What follows belongs to an exercise in optimizing a design on an open flow for small area and a short achievable clock period; a production flow would make more cautious choices. RTL that was checked went through simulation tests only; none was proved equivalent to the original. The clock port is modelled as an ideal driver; clocking choices that lean on that would not hold on a real chip.

==> flow/design.v (excerpt) <==
module fir_filter (
    input clk,
    input rst,
    input clk_enable,
    input [2:0] filter_sel,
    input  signed [15:0] filter_in,
    output signed [15:0] filter_out
);
  wire phase;
  wire [5:0] age;
  wire [4:0] tap;
  wire upper;
  wire phase_q;
  wire [6:0] since;
  wire [5:0] filled;
  wire signed [15:0] sample_q;
  wire [6:0] neg_q, one_q, two_q;
  wire win_q;
  wire [2:0] sel_q;
  counter u_counter (
      .clk(clk),
      .rst(rst),
      .clk_enable(clk_enable),
      .phase(phase),
      .tap(tap),
      .upper(upper),
      .age(age),
      .phase_q(phase_q),
      .since(since),
      .filled(filled)
  );
  delay_pipeline u_delay_pipeline (
      .clk(clk),
      .phase(phase),
      .age(age),
      .filter_in(filter_in),
      .sample_q(sample_q)
  );
  coeffs u_coeffs (
      .clk(clk),
      .filter_sel(filter_sel),
      .age(age),
      .tap(tap),
      .upper(upper),
      .phase_q(phase_q),
      .since(since),
      .filled(filled),
      .neg_q(neg_q),
      .one_q(one_q),
      .two_q(two_q),
      .win_q(win_q),
      .sel_q(sel_q)
  );
  compute u_compute (
      .clk(clk),
      .rst(rst),
      .phase(phase),
      .since(since),
      .filled(filled),
      .sel_q(sel_q),
      .sample_q(sample_q),
      .neg_q(neg_q),
  ...
==> flow/config.mk <==
export PLATFORM = sky130hd
export DESIGN_NAME = fir_filter
export DESIGN_NICKNAME = fir_filter
export VERILOG_FILES = /design/flow/design.v
export SDC_FILE = /design/flow/constraint.sdc
export NUM_CORES = 4
export LEC_CHECK = 0
export ABC_AREA = 1
export CAP_MARGIN = 20
export CORE_MARGIN = 2
export CORE_UTILIZATION = 64
export SLEW_MARGIN = 20
export SYNTH_MEMORY_MAX_BITS = 65536
==> flow/constraint.sdc <==
create_clock -name core_clock -period 13.5 [get_ports {clk}]
set_input_delay 2.7000 -clock core_clock [delete_from_list [all_inputs] [get_ports {clk}]]
set_output_delay 2.7000 -clock core_clock [all_outputs]
set_load 0.01 [all_outputs]
standard.sh (not shown) runs the stock make flow with config.mk's settings and CLKGATE_MAP_FILE= SYNTH_SCRIPT=/design/flow/synth_recipe.tcl, a recipe that flattens the netlist after the stock synthesis.
==> flow/flow/run.sh <==
#!/bin/bash
# Own layout flow: the standard layout (standard.sh: ORFS synthesis and
# place-and-route with the standard flow's config and constraints), with these changes:
#  - synthesis: synth_recipe.tcl with Yosys's quick ABC pass inside 'synth'
#    skipped (-noabc), so the adders reach extract_fa as written; registers and
#    their names are the same as the standard synthesis's,
#  - ABC maps the logic with flow/abc.script in place of ORFS's script,
#  - the port buffers that ORFS inserts are sky130_fd_sc_hd__buf_4,
#  - clock tree synthesis: clusters of up to 30 sinks within 90 um, clkbuf_16
#    buffers, no dummy loads,
#  - timing repair (ORFS's repair_timing after CTS and global routing) aims for
#    a setup slack of 9.5 ns against the design's 13.5 ns clock (the SDC is
#    unchanged), so it also mends paths slower than 4 ns.
# ORFS's scripts are copied into this folder and only the ABC scripts replaced.
# Every tool's output is in orfs/logs/ (one log per step) and flow_make.log.
set -euo pipefail
W="$(pwd)"
rm -rf "$W/scripts_own"
cp -r "$FLOW_HOME/scripts" "$W/scripts_own"
cp "$W/flow/abc.script" "$W/scripts_own/abc_area.script"
cp "$W/flow/abc.script" "$W/scripts_own/abc_speed.script"
sed 's/yosys synth -nofsm -noshare {\*}\$args/yosys synth -nofsm -noshare -noabc {*}$args/' \
  "$W/synth_recipe.tcl" > "$W/own_synth.tcl"
grep -q -- '-noabc' "$W/own_synth.tcl"
sed "s#synth_recipe\.tcl#own_synth.tcl#g" "$W/standard.sh" > "$W/own_standard.sh"
grep -q own_synth.tcl "$W/own_standard.sh"
export SCRIPTS_DIR="$W/scripts_own"
export SETUP_SLACK_MARGIN=9.5
export BUFFER_PORTS_ARGS="-buffer_cell sky130_fd_sc_hd__buf_4"
export CTS_ARGS="-sink_clustering_enable -repair_clock_nets -dont_use_dummy_load -sink_clustering_size 30 -sink_clustering_max_diameter 90 -buf_list sky130_fd_sc_hd__clkbuf_16"
bash "$W/own_standard.sh" > "$W/flow_make.log" 2>&1
==> flow/flow/abc.script <==
strash
dc2
dch -f
map
topo
stime -c
buffer -c
upsize -c
dnsize -c
The starting point passed the timing, DRC and antenna checks.
Rerun with:
==> flow/flow/abc.script (replaced) <==
strash
dc2
drw
dch -f
map
topo
stime -c
buffer -c
upsize -c
dnsize -c
--- a/flow/config.mk
+++ b/flow/config.mk
@@ -9,5 +9,5 @@
 export CAP_MARGIN = 20
 export CORE_MARGIN = 2
-export CORE_UTILIZATION = 64
+export CORE_UTILIZATION = 60
 export SLEW_MARGIN = 20
 export SYNTH_MEMORY_MAX_BITS = 65536
Outcome: Final area stays flat. Clock-buffer cell count came out lower by 2. Cell count drops by 0.53%. Core utilization goes down by 4.3 points. Non-clock buffer count increases by 7. Setup slack improves by 30 ps. Wire length fell by about 10%. Global-route usage is lower by 4.6 points.
Rerun with:
--- a/flow/flow/run.sh
+++ b/flow/flow/run.sh
@@ -28,4 +28,4 @@
 export SETUP_SLACK_MARGIN=9.5
 export BUFFER_PORTS_ARGS="-buffer_cell sky130_fd_sc_hd__buf_4"
-export CTS_ARGS="-sink_clustering_enable -repair_clock_nets -dont_use_dummy_load -sink_clustering_size 30 -sink_clustering_max_diameter 90 -buf_list sky130_fd_sc_hd__clkbuf_16"
+export CTS_ARGS="-sink_clustering_enable -repair_clock_nets -dont_use_dummy_load -sink_clustering_size 34 -sink_clustering_max_diameter 90 -buf_list sky130_fd_sc_hd__clkbuf_16"
 bash "$W/own_standard.sh" > "$W/flow_make.log" 2>&1
==> flow/flow/abc.script (replaced) <==
strash
dc2
dch -f
map
topo
stime -c
buffer -c
upsize -c
dnsize -c
=>
- routed wire length grows slightly
- first-iteration DRC count fell by a few percent
- register-to-register slack gains 170 ps
- cell area barely changes
- area after synthesis increases slightly
- clock skew increases by 64 ps
- fmax rose slightly
- global-route usage rises by 0.27 points
- via count increases slightly
- setup slack improved by 18 ps
Rerun with:
--- a/flow/flow/run.sh
+++ b/flow/flow/run.sh
@@ -28,4 +28,4 @@
 export SETUP_SLACK_MARGIN=9.5
 export BUFFER_PORTS_ARGS="-buffer_cell sky130_fd_sc_hd__buf_4"
-export CTS_ARGS="-sink_clustering_enable -repair_clock_nets -dont_use_dummy_load -sink_clustering_size 34 -sink_clustering_max_diameter 90 -buf_list sky130_fd_sc_hd__clkbuf_16"
+export CTS_ARGS="-sink_clustering_enable -repair_clock_nets -dont_use_dummy_load -sink_clustering_size 30 -sink_clustering_max_diameter 90 -buf_list sky130_fd_sc_hd__clkbuf_16"
 bash "$W/own_standard.sh" > "$W/flow_make.log" 2>&1
Result: The changed run completed with no timing, DRC or antenna violations. Worst setup slack gets better by 17 ps. Synthesized cell count does not change. Global-route usage climbs by 0.17 points. Cell area climbs by 0.32%.
Rerun with:
--- a/flow/flow/run.sh
+++ b/flow/flow/run.sh
@@ -7,5 +7,5 @@
 #  - ABC maps the logic with flow/abc.script in place of ORFS's script,
 #  - the port buffers that ORFS inserts are sky130_fd_sc_hd__buf_4,
-#  - clock tree synthesis: clusters of up to 30 sinks within 90 um, clkbuf_16
+#  - clock tree synthesis: clusters of up to 26 sinks within 70 um, clkbuf_16
 #    buffers, no dummy loads,
 #  - timing repair (ORFS's repair_timing after CTS and global routing) aims for
@@ -28,4 +28,4 @@
 export SETUP_SLACK_MARGIN=9.5
 export BUFFER_PORTS_ARGS="-buffer_cell sky130_fd_sc_hd__buf_4"
-export CTS_ARGS="-sink_clustering_enable -repair_clock_nets -dont_use_dummy_load -sink_clustering_size 30 -sink_clustering_max_diameter 90 -buf_list sky130_fd_sc_hd__clkbuf_16"
+export CTS_ARGS="-sink_clustering_enable -repair_clock_nets -dont_use_dummy_load -sink_clustering_size 26 -sink_clustering_max_diameter 70 -buf_list sky130_fd_sc_hd__clkbuf_16"
 bash "$W/own_standard.sh" > "$W/flow_make.log" 2>&1
Result: The changed run went through all stages and came out clean; wire length is higher by about 2%; worst setup slack gets worse by 50 ps; worst hold slack got worse by 7.9 ps; die area is unchanged; register-to-register slack degrades by 30 ps; sequential share of layout area decreases by 0.24 points; global-route usage is higher by 0.49 points.
Rerun with:
--- a/flow/flow/run.sh
+++ b/flow/flow/run.sh
@@ -7,5 +7,5 @@
 #  - ABC maps the logic with flow/abc.script in place of ORFS's script,
 #  - the port buffers that ORFS inserts are sky130_fd_sc_hd__buf_4,
-#  - clock tree synthesis: clusters of up to 26 sinks within 70 um, clkbuf_16
+#  - clock tree synthesis: clusters of up to 30 sinks within 90 um, clkbuf_16
 #    buffers, no dummy loads,
 #  - timing repair (ORFS's repair_timing after CTS and global routing) aims for
@@ -28,4 +28,4 @@
 export SETUP_SLACK_MARGIN=9.5
 export BUFFER_PORTS_ARGS="-buffer_cell sky130_fd_sc_hd__buf_4"
-export CTS_ARGS="-sink_clustering_enable -repair_clock_nets -dont_use_dummy_load -sink_clustering_size 26 -sink_clustering_max_diameter 70 -buf_list sky130_fd_sc_hd__clkbuf_16"
+export CTS_ARGS="-sink_clustering_enable -repair_clock_nets -dont_use_dummy_load -sink_clustering_size 30 -sink_clustering_max_diameter 90 -buf_list sky130_fd_sc_hd__clkbuf_16"
 bash "$W/own_standard.sh" > "$W/flow_make.log" 2>&1
==> flow/flow/abc.script (replaced) <==
strash
dc2
dch -f
map
Outcome: The new run completed with no timing, DRC or antenna violations. Utilization came out higher by 0.66 points. Routed wire length is about the same. Via count barely changes. Maximum frequency came out lower by 2.0%. Global-route usage came out higher by 0.39 points. Clock-buffer cell count came out lower by 7.

* * *

== v10 ==
fir_filter, a different RTL version from the one above (not shown whole).
For scale: ~3500 cells after synthesis, roughly 1200 flip-flops, about 38 I/O pins, ~38000 um^2 of cells after synthesis.
clock: 13.5 ns
lec_check: 0
abc_area: 1
cap_margin: 20
core_margin: 2
core_utilization: 60
cts_buf_list: sky130_fd_sc_hd__clkbuf_8
cts_cluster_size: 30
setup_slack_margin: 0.2
slew_margin: 20
synth_memory_max_bits: 65536
run.sh (not shown) runs the stock make flow with config.mk's settings and CLKGATE_MAP_FILE= SYNTH_SCRIPT=/design/flow/synth_recipe.tcl, a recipe that flattens the netlist after the stock synthesis.
Stock flow here: none of the scripts above is used.
Edits applied to the flow inputs when going from v10 to v25:
--- a/flow/config.mk
+++ b/flow/config.mk
@@ -9,7 +9,5 @@
 export CAP_MARGIN = 20
 export CORE_MARGIN = 2
-export CORE_UTILIZATION = 60
-export CTS_BUF_LIST = sky130_fd_sc_hd__clkbuf_8
-export CTS_CLUSTER_SIZE = 30
+export CORE_UTILIZATION = 40
 export SETUP_SLACK_MARGIN = 0.2
 export SLEW_MARGIN = 20
Results
- v25 against v10: multi-input gate share of the layout cell area lower, post-synthesis instance area about even.
- Compared with v10, total die area in v25 increased by more than a quarter.
- Routed wire length, v25 and v10: higher on v10
- Measured against v25, the number of clock buffers in the layout of v10 comes out at 1.3 times the reference value.
Function was not checked in any run of this note: the RTL went through the layout flow alone.

* * *

Another version of the RTL of fir_filter (not shown whole).
Size: ~3,700 cells after synthesis, roughly 1,200 flip-flops, roughly 38 I/O pins, roughly 39,000 um2 of cells after synthesis.
Settings: LEC_CHECK=0, ABC_AREA=1, CAP_MARGIN=20, CORE_MARGIN=2, CORE_UTILIZATION=65, CTS_BUF_LIST=sky130_fd_sc_hd__clkbuf_4, SETUP_SLACK_MARGIN=0.2, SLEW_MARGIN=20, SYNTH_MEMORY_MAX_BITS=65536; clock period 13.5 ns.
Edit:
==> flow/flow/run.sh (new file) <==
#!/bin/bash
# Own layout flow: the standard layout (standard.sh: ORFS synthesis and
# place-and-route, same config and constraints), with these changes:
#  - ABC maps the logic with flow/abc.script in place of ORFS's script
#    (registers and their names are untouched: ABC sees only the
#    combinational logic),
#  - the port buffers that ORFS inserts are sky130_fd_sc_hd__buf_4,
#  - clock tree synthesis uses clkbuf_8 for the leaf (sink cluster) buffers and
#    clkbuf_16 above them.
# ORFS's scripts are copied into this folder and only the ABC scripts replaced.
# Every tool's output is in orfs/logs/ (one log per step) and flow_make.log.
set -euo pipefail
W="$(pwd)"
rm -rf "$W/scripts_own"
cp -r "$FLOW_HOME/scripts" "$W/scripts_own"
cp "$W/flow/abc.script" "$W/scripts_own/abc_area.script"
cp "$W/flow/abc.script" "$W/scripts_own/abc_speed.script"
export SCRIPTS_DIR="$W/scripts_own"
export BUFFER_PORTS_ARGS="-buffer_cell sky130_fd_sc_hd__buf_4"
export CTS_ARGS="-sink_clustering_enable -repair_clock_nets -root_buf sky130_fd_sc_hd__clkbuf_16 -tree_buf sky130_fd_sc_hd__clkbuf_16 -sink_clustering_buffer sky130_fd_sc_hd__clkbuf_8"
bash "$W/standard.sh" > "$W/flow_make.log" 2>&1
==> flow/flow/abc.script (new file) <==
strash
dc2
dch -f
map
topo
stime -c
buffer -c
upsize -c
dnsize -c
==> flow/standard.sh (new file) <==
#!/bin/bash
# synth_recipe.tcl (not shown) runs the flow's synth.tcl, then flattens the netlist and writes it again
# the make line also repeats each setting of config.mk as NAME=value (left out here)
make -C /OpenROAD-flow-scripts/flow DESIGN_CONFIG=/design/flow/config.mk WORK_HOME=/design/flow/orfs CLKGATE_MAP_FILE= SYNTH_SCRIPT=/design/flow/synth_recipe.tcl "${@:-finish}"
Settings changed: CORE_UTILIZATION 65 to 60, CTS_BUF_LIST sky130_fd_sc_hd__clkbuf_4 to unset.
removed: flow/run.sh
Global-route usage fell by 9.1 points.
Sequential share of layout area came out higher by 2.0 points.
Worst hold slack improved by 75 ps.
No functional check of the RTL was part of any run of this note.

* * *

Another version of the RTL of fir_filter (not shown whole).
Size: about 3,400 cells after synthesis, ~1,200 flip-flops.
clock: 13.5 ns
lec_check: 0
abc_area: 1
cap_margin: 20
core_margin: 2
core_utilization: 60
cts_buf_list: sky130_fd_sc_hd__clkbuf_16
cts_cluster_diameter: 70
cts_cluster_size: 26
setup_slack_margin: 0.2
slew_margin: 20
synth_memory_max_bits: 65536
Stock flow here: none of the scripts above is used.
The baseline passed the timing, DRC and antenna checks.
==> next run, changes <==
==> flow/flow/run.sh (new file) <==
#!/bin/bash
# Own layout flow: the standard layout (standard.sh: ORFS synthesis and
# place-and-route with the standard flow's config and constraints), with these changes:
#  - synthesis: synth_recipe.tcl with Yosys's quick ABC pass inside 'synth'
#    skipped (-noabc), so the adders reach extract_fa as written; registers and
#    their names are the same as the standard synthesis's,
#  - ABC maps the logic with flow/abc.script in place of ORFS's script,
#  - the port buffers that ORFS inserts are sky130_fd_sc_hd__buf_4,
#  - clock tree synthesis: clusters of up to 26 sinks within 70 um, clkbuf_16
#    buffers, no dummy loads.
# ORFS's scripts are copied into this folder and only the ABC scripts replaced.
# Every tool's output is in orfs/logs/ (one log per step) and flow_make.log.
set -euo pipefail
W="$(pwd)"
rm -rf "$W/scripts_own"
cp -r "$FLOW_HOME/scripts" "$W/scripts_own"
cp "$W/flow/abc.script" "$W/scripts_own/abc_area.script"
cp "$W/flow/abc.script" "$W/scripts_own/abc_speed.script"
sed 's/yosys synth -nofsm -noshare {\*}\$args/yosys synth -nofsm -noshare -noabc {*}$args/' \
  "$W/synth_recipe.tcl" > "$W/own_synth.tcl"
grep -q -- '-noabc' "$W/own_synth.tcl"
sed "s#synth_recipe\.tcl#own_synth.tcl#g" "$W/standard.sh" > "$W/own_standard.sh"
grep -q own_synth.tcl "$W/own_standard.sh"
export SCRIPTS_DIR="$W/scripts_own"
export BUFFER_PORTS_ARGS="-buffer_cell sky130_fd_sc_hd__buf_4"
export CTS_ARGS="-sink_clustering_enable -repair_clock_nets -dont_use_dummy_load -sink_clustering_size 26 -sink_clustering_max_diameter 70 -buf_list sky130_fd_sc_hd__clkbuf_16"
bash "$W/own_standard.sh" > "$W/flow_make.log" 2>&1
==> flow/flow/abc.script (new file) <==
strash
dc2
dch -f
map
topo
stime -c
buffer -c
upsize -c
dnsize -c
==> flow/standard.sh (new file) <==
#!/bin/bash
# synth_recipe.tcl (not shown) runs the flow's synth.tcl, then flattens the netlist and writes it again
# the make line also repeats each setting of config.mk as NAME=value (left out here)
make -C /OpenROAD-flow-scripts/flow DESIGN_CONFIG=/design/flow/config.mk WORK_HOME=/design/flow/orfs CLKGATE_MAP_FILE= SYNTH_SCRIPT=/design/flow/synth_recipe.tcl "${@:-finish}"
- CTS_BUF_LIST: sky130_fd_sc_hd__clkbuf_16 -> not set
- CTS_CLUSTER_DIAMETER: 70 -> not set
- CTS_CLUSTER_SIZE: 26 -> not set
removed: flow/run.sh
=>
- The changed run completed without violations
- maximum frequency shrinks by 5.4%
- synthesized cell count fell by 15%
- area after synthesis falls by 5.0%
- cell count decreases by 14%
- die area decreases by 4.9%
- wire length went down by 3.4%

separate check: timing with driven ports:
Ports are ideal in the flow. The routed layouts listed here were re-timed in OpenROAD.
Step 1 sets driving cells, clkbuf_16 on the clock port and buf_2 on the other inputs (assumed; they add their load-dependent delay and slew).
Step 2, shift: input delay + t, output delay - t, t = (earliest + latest rising clock arrival at the registers) / 2. This alone moves slack from input paths to output paths.
Slacks: no drivers / after step 1 / after step 2; pairs: no drivers / after step 1.
run | t, ns | slack for setup (ns) | cell pins on the clock port's net
the first run of note 1 | 0.640 | 9.586 / 9.522 / 9.095 | 1
the second run of note 1 | 0.661 | 9.615 / 9.551 / 9.228 | 1
the third run of note 1 | 0.636 | 9.633 / 9.570 / 9.236 | 1
the fourth run of note 1 | 0.654 | 9.650 / 9.587 / 9.240 | 1
the fifth run of note 1 | 0.665 | 9.601 / 9.539 / 9.266 | 1
the sixth run of note 1 | 0.652 | 9.520 / 9.520 / 9.139 | 1
v10 | 0.861 | 8.619 / 8.619 / 7.920 | 1
v25 | 0.724 | 8.713 / 8.713 / 8.573 | 1
the first run of note 3 | 1.106 | 8.572 / 8.572 / 7.813 | 1
the second run of note 3 | 0.726 | 8.775 / 8.806 / 8.081 | 1
the first run of note 4 | 0.708 | 9.190 / 9.153 / 8.524 | 1
the second run of note 4 | 0.661 | 8.943 / 8.943 / 8.429 | 1
After both steps every run listed still meets setup and hold. The setup slack of the first run of note 3, which loses most, moves by 0.000 ns with the drivers and by -0.759 ns with both steps.
